This design comes from an exercise in tuning for a short achievable clock period and few clock cycles on the open sky130 flow, not from production work.
In this exercise RTL edits were held to simulation tests only and were not proved equivalent to the original.
Power is estimated from default activity; no workload was simulated.

$ cat design.v
module CLA(g0, p0, g1, p1, g2, p2, g3, p3, cin, C1, C2, C3, C4, G, P);
  input g0, p0, g1, p1, g2, p2, g3, p3;
  input cin;
  output C1, C2, C3, C4, G, P;
  assign C1 = g0 | cin & p0;
  assign C2 = g1 | C1 & p1;
  assign C3 = g2 | C2 & p2;
  assign C4 = g3 | C3 & p3;
  assign P = p0 & p1 & p2 & p3;
  assign G = g3 | g2 & p3 | g1 & p2 & p3 | g0 & p1 & p2 & p3;
endmodule
module OverflowDetection(a, bin, op, result, overflow);
  input a, bin;
  input [2:0] op;
  input result;
  output overflow;
  wire b = bin ^ op[2];
  assign overflow =  a &  b & ~result |
                    ~a & ~b &  result;
endmodule
module ALU1Bit(a, bin, cin, less, op, result, cout, g, p, set);
  input a, bin, cin, less;
  input [2:0] op;
  output reg result;
  output cout, g, p, set;
  wire b = bin ^ op[2];
  assign g = a & b;
  assign p = a | b;
  assign set = a ^ b ^ cin;
  assign cout = a & b | a & cin | b & cin;
  always @(*) begin
    casez (op)
    'b ?00: result <= g;
    'b ?01: result <= p;
    'b ?10: result <= set;
    'b ?11: result <= less;
    endcase
  end
endmodule
module ALU4Bit(a, b, cin, less, op, result, cout, G, P, set, overflow, zero);
  input [3:0] a, b;
  input cin, less;
  input [2:0] op;
  output [3:0] result;
  output cout, G, P, set, overflow, zero;
  wire g0, p0, g1, p1, g2, p2, g3, p3;
  wire C1, C2, C3;
  wire msb;
  supply0 gnd;
  assign zero = ~result[3] & ~result[2] & ~result[1] & ~result[0];
  assign set = msb ^ overflow;
  ALU1Bit alu1(a[0], b[0], cin, less, op, result[0],, g0, p0,);
  ALU1Bit alu2(a[1], b[1], C1,  gnd,  op, result[1],, g1, p1,);
  ALU1Bit alu3(a[2], b[2], C2,  gnd,  op, result[2],, g2, p2,);
  ALU1Bit alu4(a[3], b[3], C3,  gnd,  op, result[3],, g3, p3, msb);
  OverflowDetection ovf(a[3], b[3], op, msb, overflow);
  CLA cla(g0, p0, g1, p1, g2, p2, g3, p3, cin, C1, C2, C3, cout, G, P);
endmodule
module ALU16Bit(a, b, cin, less, op, result, cout, G, P, set, overflow, zero);
  input [15:0] a, b;
  input cin, less;
  input [2:0] op;
  output [15:0] result;
  output cout, G, P, set, overflow, zero;
  wire g0, p0, g1, p1, g2, p2, g3, p3;
  wire C1, C2, C3;
  wire [3:0] zeroes;
  supply0 gnd;
  assign zero = zeroes[3] & zeroes[2] & zeroes[1] & zeroes[0];
  ALU4Bit alu1(a[3:0],   b[3:0],   cin, less, op, result[3:0],,   g0, p0,,,     zeroes[0]);
  ALU4Bit alu2(a[7:4],   b[7:4],   C1,  gnd,  op, result[7:4],,   g1, p1,,,     zeroes[1]);
  ALU4Bit alu3(a[11:8],  b[11:8],  C2,  gnd,  op, result[11:8],,  g2, p2,,,     zeroes[2]);
  ALU4Bit alu4(a[15:12], b[15:12], C3,  gnd,  op, result[15:12],, g3, p3, set,, zeroes[3]);
  OverflowDetection ovf(a[15], b[15], op, result[15], overflow);
  CLA cla(g0, p0, g1, p1, g2, p2, g3, p3, cin, C1, C2, C3, cout, G, P);
endmodule
module ALU32Bit(a, b, op, result, set, zero, overflow);
  input [31:0] a, b;
  input [2:0] op;
  output [31:0] result;
  output set, zero, overflow;
  wire carry;
  wire [1:0] zeroes;
  supply0 gnd;
  assign zero = zeroes[1] & zeroes[0];
  ALU16Bit alu1(a[15:0],  b[15:0],  op[2], set, op, result[15:0], carry,,,,, zeroes[0]);
  ALU16Bit alu2(a[31:16], b[31:16], carry, gnd, op, result[31:16],,,, set,,  zeroes[1]);
  OverflowDetection ovf(a[31], b[31], op, result[31], overflow);
endmodule
module Mux32Bit2To1(a, b, op, result);
  input [31:0] a, b;
  input op;
  output [31:0] result;
  assign result = ~{32{op}} & a | {32{op}} & b;
endmodule
module Mux32Bit3To1(a, b, c, op, result);
  input [31:0] a, b, c;
  input [2:0] op;
  output reg [31:0] result;
  always @(*) begin
    case (op)
    'b 00: result = a;
    'b 01: result = b;
    default: result = c;
    endcase
  end
endmodule
module Mux5Bit2To1(a, b, op, result);
  input [4:0] a, b;
  input op;
  output [4:0] result;
  assign result = ~{5{op}} & a | {5{op}} & b;
endmodule
module SignExtension(a, result);
  input [15:0] a;
  output [31:0] result;
  assign result = {{16{a[15]}}, a};
endmodule
module Control(opcode, funct, ALUSrc, RegDst, MemWrite, MemRead, Beq, Bne, Jump,
               MemToReg, RegWrite, ALUControl);
  input [5:0] opcode, funct;
  output reg ALUSrc, RegDst, MemWrite, MemRead, Beq, Bne, Jump, MemToReg,
    RegWrite;
  output reg [2:0] ALUControl;
  always @(*) begin
    ALUSrc = 0;
    RegDst = 0;
    MemWrite = 0;
    MemRead = 0;
    Beq = 0;
    Bne = 0;
    Jump = 0;
    MemToReg = 0;
    RegWrite = 0;
    ALUControl = 'b 010;
    case (opcode)
    'b 000000: begin
      ALUSrc = 0;
      RegDst = 1;
      MemWrite = 0;
      MemRead = 0;
      Beq = 0;
      Bne = 0;
      Jump = 0;
      MemToReg = 0;
      RegWrite = 1;
      case (funct)
      'b 100000: ALUControl = 'b 010;
      'b 100010: ALUControl = 'b 110;
      'b 100100: ALUControl = 'b 000;
      'b 100101: ALUControl = 'b 001;
      'b 101010: ALUControl = 'b 111;
      endcase
    end
    'b 100011: begin
      ALUSrc = 1;
      RegDst = 0;
      MemWrite = 0;
      MemRead = 1;
      Beq = 0;
      Bne = 0;
      Jump = 0;
      MemToReg = 1;
      RegWrite = 1;
      ALUControl = 'b 010;
    end
    'b 101011: begin
      ALUSrc = 1;
      MemWrite = 1;
      MemRead = 0;
      Beq = 0;
      Bne = 0;
      Jump = 0;
      RegWrite = 0;
      ALUControl = 'b 010;
    end
    'b 000100: begin
      ALUSrc = 0;
      MemWrite = 0;
      MemRead = 0;
      Beq = 1;
      Bne = 0;
      Jump = 0;
      RegWrite = 0;
      ALUControl = 'b 110;
    end
    'b 000101: begin
      ALUSrc = 0;
      MemWrite = 0;
      MemRead = 0;
      Beq = 0;
      Bne = 1;
      Jump = 0;
      RegWrite = 0;
      ALUControl = 'b 110;
    end
    'b 000010: begin
      MemWrite = 0;
      MemRead = 0;
      Beq = 0;
      Bne = 0;
      Jump = 1;
      RegWrite = 0;
    end
    'b 001000: begin
      ALUSrc = 1;
      RegDst = 0;
      MemWrite = 0;
      MemRead = 0;
      Beq = 0;
      Bne = 0;
      Jump = 0;
      MemToReg = 0;
      RegWrite = 1;
      ALUControl = 'b 010;
    end
    endcase
  end
endmodule
module RegisterFile(
  input [4:0] ReadRegister1,
  input [4:0] ReadRegister2,
  input [4:0] WriteRegister,
  input [31:0] WriteData,
  input RegWrite,
  input Clk,
  output [31:0] ReadData1,
  output [31:0] ReadData2
);
  reg [31:0] tab[31:1];
  always @(posedge Clk) begin
    if (RegWrite && WriteRegister)
      tab[WriteRegister] <= WriteData;
  end
  assign ReadData1 = ReadRegister1 == 0 ? 32'b0 :
    (RegWrite && WriteRegister == ReadRegister1) ? WriteData : tab[ReadRegister1];
  assign ReadData2 = ReadRegister2 == 0 ? 32'b0 :
    (RegWrite && WriteRegister == ReadRegister2) ? WriteData : tab[ReadRegister2];
endmodule
module mips_pipeline(
  input clk,
  input rst,
  output [31:0] imem_addr,
  input [31:0] imem_data,
  output [31:0] dmem_addr,
  output [31:0] dmem_wdata,
  output dmem_we,
  input [31:0] dmem_rdata,
  output wb_en,
  output [4:0] wb_rd,
  output [31:0] wb_data
);
  reg [31:0] pc;
  reg [31:0] Inst;
  reg Jump, Stall;
  reg ALUSrc;
  reg [2:0] ALUControl;
  reg MemRead, MemWrite, RegWrite;
  reg [31:0] DataA, DataB, SignExtend;
  reg [4:0] Rs, Rt, Rd;
  reg EXRegWrite, EXMemRead;
  reg [4:0] EXRd;
  reg [31:0] EXALUData;
  reg MEMRegWrite;
  reg [4:0] MEMRd;
  reg [31:0] MEMData;
  wire [31:0] mem_data_n;
  Mux32Bit2To1 memmux(EXALUData, dmem_rdata, EXMemRead, mem_data_n);
  wire mem_regwrite_n = EXRegWrite;
  wire [4:0] mem_rd_n = EXRd;
  wire wb_write = MEMRegWrite && MEMRd != 0;
  reg [2:0] fwd_a, fwd_b;
  always @(*) begin
    if (mem_regwrite_n && mem_rd_n && mem_rd_n == Rs)
      fwd_a = 'b 01;
    else if (wb_write && MEMRd == Rs)
      fwd_a = 'b 10;
    else
      fwd_a = 'b 00;
    if (mem_regwrite_n && mem_rd_n && mem_rd_n == Rt)
      fwd_b = 'b 01;
    else if (wb_write && MEMRd == Rt)
      fwd_b = 'b 10;
    else
      fwd_b = 'b 00;
  end
  wire [31:0] input_a;
  Mux32Bit3To1 fam(DataA, mem_data_n, MEMData, fwd_a, input_a);
  wire [31:0] data_b;
  Mux32Bit3To1 fbm(DataB, mem_data_n, MEMData, fwd_b, data_b);
  wire [31:0] input_b;
  Mux32Bit2To1 ibm(data_b, SignExtend, ALUSrc, input_b);
  wire [31:0] alu_result;
  ALU32Bit alu(input_a, input_b, ALUControl, alu_result,,,);
  wire ex_regwrite_n = RegWrite;
  wire ex_memread_n = MemRead;
  wire [4:0] ex_rd_n = Rd;
  assign dmem_addr = alu_result;
  assign dmem_wdata = data_b;
  assign dmem_we = MemWrite && !rst;
  wire [5:0] opcode       = Inst[31:26];
  wire [4:0] rs           = Inst[25:21];
  wire [4:0] rt           = Inst[20:16];
  wire [4:0] rd           = Inst[15:11];
  wire [15:0] imm         = Inst[15:00];
  wire [25:0] jumpaddress = Inst[25:00];
  wire [5:0] funct        = Inst[05:00];
  wire alusrc, regdst, memwrite, memread, beq, bne, jump, memtoreg, regwrite;
  wire [2:0] alucontrol;
  Control ctrl(opcode, funct, alusrc, regdst, memwrite, memread, beq, bne, jump,
    memtoreg, regwrite, alucontrol);
  wire [31:0] reg_a, reg_b;
  RegisterFile rf(rs, rt, MEMRd, MEMData, MEMRegWrite, clk, reg_a, reg_b);
  wire [31:0] sign_ex;
  SignExtension se(imm, sign_ex);
  wire [31:0] cmp_a;
  Mux32Bit2To1 cam(reg_a, mem_data_n, mem_regwrite_n && mem_rd_n && mem_rd_n == rs, cmp_a);
  wire [31:0] cmp_b;
  Mux32Bit2To1 cbm(reg_b, mem_data_n, mem_regwrite_n && mem_rd_n && mem_rd_n == rt, cmp_b);
  wire cmp = cmp_a == cmp_b;
  wire [4:0] actual_rd;
  Mux5Bit2To1 rdmux(rt, rd, regdst, actual_rd);
  wire branch_n = cmp & beq | ~cmp & bne;
  wire jump_n = jump;
  reg stall_n;
  always @(*) begin
    if (Jump)
      stall_n = 0;
    else if (Stall)
      stall_n = 0;
    else if (ex_memread_n && ex_rd_n && (ex_rd_n == rs || ex_rd_n == rt))
      stall_n = 1;
    else if (ex_regwrite_n && ex_rd_n && (ex_rd_n == rs || ex_rd_n == rt))
      stall_n = beq | bne;
    else
      stall_n = 0;
  end
  wire [31:0] pc_next = pc + 1;
  reg [31:0] pc_n;
  always @(*) begin
    if (stall_n)
      pc_n = pc;
    else if (jump_n)
      pc_n = {pc_next[31:28], jumpaddress};
    else if (branch_n)
      pc_n = pc_next + sign_ex;
    else
      pc_n = pc_next;
  end
  assign imem_addr = rst ? 32'b0 : pc_n;
  assign wb_en = wb_write;
  assign wb_rd = MEMRd;
  assign wb_data = MEMData;
  always @(posedge clk) begin
    if (rst) begin
      pc <= 0;
      Inst <= 0;
      Jump <= 0;
      Stall <= 0;
      MemRead <= 0;
      MemWrite <= 0;
      RegWrite <= 0;
      ALUSrc <= 0;
      ALUControl <= 0;
      DataA <= 0;
      DataB <= 0;
      SignExtend <= 0;
      Rs <= 0;
      Rt <= 0;
      Rd <= 0;
      EXRegWrite <= 0;
      EXMemRead <= 0;
      EXRd <= 0;
      EXALUData <= 0;
      MEMRegWrite <= 0;
      MEMRd <= 0;
      MEMData <= 0;
    end else begin
      MEMRd <= mem_rd_n;
      MEMData <= mem_data_n;
      MEMRegWrite <= mem_regwrite_n;
      EXRegWrite <= ex_regwrite_n;
      EXMemRead <= ex_memread_n;
      EXRd <= ex_rd_n;
      EXALUData <= alu_result;
      Jump <= jump_n;
      Stall <= stall_n;
      ALUSrc <= alusrc;
      ALUControl <= alucontrol;
      MemRead <= memread;
      DataA <= reg_a;
      DataB <= reg_b;
      SignExtend <= sign_ex;
      Rs <= rs;
      Rt <= rt;
      Rd <= actual_rd;
      if (Stall) begin
        MemWrite <= 0;
        RegWrite <= 0;
      end else begin
        MemWrite <= memwrite;
        RegWrite <= regwrite;
      end
      pc <= pc_n;
      if (!stall_n)
        Inst <= (branch_n || jump_n) ? 32'b0 : imem_data;
    end
  end
endmodule
$ cat run.sh
#!/bin/bash
# synth_recipe.tcl (not shown) runs the flow's synth.tcl, then flattens the netlist and writes it again
# the make line also repeats each setting of config.mk as NAME=value (left out here)
make -C /OpenROAD-flow-scripts/flow DESIGN_CONFIG=/design/flow/config.mk WORK_HOME=/design/flow/orfs CLKGATE_MAP_FILE= SYNTH_SCRIPT=/design/flow/synth_recipe.tcl finish
$ cat config.mk
export PLATFORM = sky130hd
export DESIGN_NAME = mips_pipeline
export DESIGN_NICKNAME = mips_pipeline
export VERILOG_FILES = /design/flow/design.v
export SDC_FILE = /design/flow/constraint.sdc
export NUM_CORES = 4
export LEC_CHECK = 0
export ABC_CLOCK_PERIOD_IN_PS = 6000
export CAP_MARGIN = 20
export CORE_MARGIN = 2
export CORE_UTILIZATION = 40
export PLACE_DENSITY = 0.6
export SETUP_SLACK_MARGIN = 3
export SLEW_MARGIN = 20
$ cat constraint.sdc
create_clock -name core_clock -period 10.0 [get_ports {clk}]
set_input_delay 2.0000 -clock core_clock [delete_from_list [all_inputs] [get_ports {clk}]]
set_output_delay 2.0000 -clock core_clock [all_outputs]
set_load 0.01 [all_outputs]
==> reports/metrics.yaml <==
vias: 45306
use_met2_pct: 43.1
synth.area.top_cells: "edfxtp_1 (47%), mux4_2 (16%), dfxtp_1 (8.0%), mux2i_1 (3.2%), nor2_1 (1.9%)"
numCtsBuffers: 137
hold_violations: 0
drt-pass1-iter-count: 8
synth-edff-count: 992
grt_max_degree: 68
routed_wl_um: 235000
period_share_pct: 91.1
rsz0062_at_grt: "true"
cp-start-kind: "input port"
vdd_ir_drop_max_mv: 0.198
synthXorXnorAreaFrac_pct: 2.53
synth_area_um2: 63700
worstRegToRegCells: 32
yosys.area.top_type: "edfxtp_1"
setup_ws_ns: 0.886
yosysMostFrequentCell: "edfxtp_1"
detailedRoute.firstIterationViolations: 6801
p_sw_uw: 3650
path_delay_family: "compound AO/OA/AOI/OAI gates"
total_power_uw: 13200
cpMaxStageDelayCell: "clkdlybuf4s50_1"
synth-simple-area-share_pct: 6.26
ys_seq_elements: 1247
antenna_found_initial: 7
place_congestion: 0.920
slew_headroom_pct: 28.5
max_cap_violations: 0
place_area_um2: 68600
endpoint_kind: "output pin"
design_area_um2: 77400
grt_first_pass_wirelength_um: 324000
clock_skew_ns: 0.0330
holdCritStartpoint: "MemRead"
setup_viol: 0
area_delta_synth_final_pct: 21.5
powerDensity_nw_per_um2: 171
viasPerCell: 6.42
ys_warn_count: 5
die_h_um: 403
dpl_worst_slack_ns: 0.225
cts_root_buffer: "clkbuf_16"
syn_area_per_cell_um2: 14.4
status: "finished clean"
grt_util_all_layers_pct: 28.0
yosys.cell_types.count: 91
met1_usage_pct: 38.6
htreeDepth: 4
clock-sinks: 1247
ios: 201
cp_max_fo: 3
num-nets-final: 5055
pwr-share-seq_pct: 43.6
syn-num-nets: 4606
critPathArrivalTime_ns: 7.11
clk_pin_slew_worst_paths_ns: 0.06
grt_busiest_layer: "met2"
fillers: 13435
drc: 0
p_leak_uw: 0.0267
path_cells: "clkdlybuf4s50_1, mux2i_2, a21oi_2, mux2i_1, xnor2_1, inv_1, ha_2, inv_1, a21o_1, o41ai_2, buf_4, o221a_4, a21oi_4, a211o_1, a21oi_2, o41ai_2, fa_2, fa_2, fa_2, xor2_2, nor2_1, a21oi_1, mux4_2, buf_2"
numPortBuffers: 200
multi_input_area_um2: 28200
p_int_uw: 9600
hold_end: "EXMemRead"
path_common_cell: "fa_2"
whs_ns: 0.464
core_area_um2: 158000
rrSetupSlack_ns: 3.63
hp-class: "flip-flop to flip-flop"
synthCells: 4421
cp_num_buf_inv: 5
start_util_pct: 40.3
wl_per_cell_um: 33.3
fmax_mhz: 110
drive_gt1_share_pct: 32.3
synth_top_family_by_area: "multiplexers"
hpwl_um: 141000
async_flop_share_pct: 0
ant_nets: 0
worstSetupPathType: "input port to output pin"
synth_compound_area_share_pct: 9.69
synthFlopType: "edfxtp_1"
worst_ep_required_time_ns: 8.00
overflow: 0
cts_tree: "built"
pwr-share-comb_pct: 18.3
worst_slew_pin_slew_ns: 1.07
holdPathStages: 1
rr_endpoint: "EXALUData[0]"
synth.top_cells.by_count: "edfxtp_1 (992), mux4_2 (450), nor2_1 (329)"
setup_tns_ns: 0
post-route-min-period_ns: 9.11
synthAdderAreaFrac_pct: 2.62
cts_buffer_depth: 3
slowest_delay_ns: 0.47
synth.area.mux_share_pct: 20.1
r2r-start: "MEMRd[4]"
row_count: 146
clk_latency_ns: 0.79
clkPwrFrac_pct: 38.1
final_max_slew_viol_count: 0
cts_hold_buf: 0
yosysSeqAreaShare_pct: 54.8
grt_pass1_vias: 43841
die_w_um: 403
grt_use_met3_pct: 5.77
dieArea_um2: 162000
switching_share_pct: 27.5
register_area_um2: 34900
synth_top_area_share_pct: 46.8
-- metal layers --
layer | wire length (um) | vias to the layer above | share of wire [%]
li1 | - | 18432 | -
met1 | 90600 | 23372 | 39
met2 | 107000 | 2960 | 46
met3 | 26200 | 540 | 11
met4 | 10900 | 2 | 4.6
met5 | 13 | - | 0.0055
-- worst register-to-register path: cells and delay by family (launching register included) --
kind / cells / cell delay [ns]
flip-flops: 1 / 0.32
AND/OR/NAND/NOR: 8 / 1.06
AO/OA/AOI/OAI: 11 / 1.67
multiplexers: 3 / 0.99
adder cells (fa/ha/maj): 4 / 1.31
buffers and inverters: 4 / 0.64
XOR/XNOR: 2 / 0.29
-- registers in the layout, summed over array words and instances (netlist names), 16 cells and up, named ones only --
name,cells
MEMData,32
DataB,32
DataA,32
pc,32
EXALUData,32
rf.tab,992
Inst,32
SignExtend,16
-- cell type report --
type                    count  area share, %
repair buffers            674           8.81
flip-flops and latches   1247           45.2
multi-input cells        2696           36.4
diodes                      2        0.00647
inverters                 114          0.560
clock buffers             174           4.72
clock inverters            74          0.948
well taps                2072           3.35
-- repair_timing --
item                       4_1_cts  5_1_grt
buffers inserted               119      101
pin swaps                       90       84
gates cloned                    15        4
resized for setup              521      195
setup endpoints to repair       63       64
-- stage by stage --
step | utilization, % | cells
3_3_place_gp | 43.3 | 6564
5_1_grt | 48.9 | 7052
4_1_cts | 47.8 | 6946
2_1_floorplan | - | 4421
3_5_place_dp | 43.3 | 6564
6_report | 48.9 | 7053
-- worst max-delay path by stage --
stage / cells past startpoint / endpoint / slack (ns) / start
final: 24 / dmem_addr[0] / 0.89 / dmem_rdata[9]
after global routing: 29 / dmem_addr[0] / 0.68 / MEMRd[4]
after CTS: 33 / dmem_addr[0] / 0.91 / MEMRd[4]
after detailed placement: 24 / dmem_addr[0] / 0.23 / dmem_rdata[4]
after global placement: 24 / dmem_addr[0] / 0.24 / dmem_rdata[4]
after floorplan: 22 / dmem_addr[0] / 1.59 / dmem_rdata[4]
-- cell usage in the layout, fill, tap and decap left out, types with 39 or more instances in the layout --
cell type	instances
dfxtp_1	233
mux2i_1	181
o22ai_1	91
inv_1	102
xor2_1	62
xnor2_1	116
nand3_1	51
a22o_1	55
mux4_2	450
o21ai_0	55
a22oi_1	57
nor2_1	283
ha_1	86
buf_2	44
and2_1	58
a211o_1	42
clkbuf_16	144
nor2b_1	49
buf_6	54
edfxtp_1	992
buf_12	39
buf_4	349
nand2_1	162
a21oi_1	112
clkdlybuf4s50_1	131
nor3_1	45
-- power by group through the flow --
stage               sequential [uW]  clock (uW)  combinational (uW)
CTS                            5780        5080                2230
global placement               5910           0                2010
global route                   5780        5280                2530
detailed placement             5910           0                2020
floorplan                      5890           0                1290
finish                         5780        5040                2430
-- cell families after synthesis --
| kind of cell | after synthesis |
|---|---|
| and+or+nand+nor | 849 |
| buffers and inverters | 478 |
| xor gates and xnor gates | 184 |
| DFF | 1247 |
| adders and majority gates | 119 |
| muxes | 706 |
| AOI/OAI and AO/OA | 838 |
Testbench counts, summed over its fixed seeds: cycles 13,430.

==> re-timing with driven ports <==
Ports are ideal in the flow. The routed layout listed here was re-timed in OpenROAD.
Step 1 sets driving cells, clkbuf_16 on the clock port and buf_2 on the other inputs (assumed; they add their load-dependent delay and slew).
Step 2 adds t to the input delays and takes it off the output delays; t is the mean of the earliest and latest rising clock arrival at the registers after step 1. Input paths then give back, and output paths get back, about the clock's delay inside the block.
Slacks: no drivers / after step 1 / after step 2; pairs: no drivers / after step 1.
t (ns): 0.849
slack for setup (ns): 0.886 / 0.859 / 0.859
pins driven straight from the clock port: 1
After both steps this run still meets setup and hold. For this run, drivers alone change the setup slack by -0.027 ns; drivers and shift together by -0.027 ns.
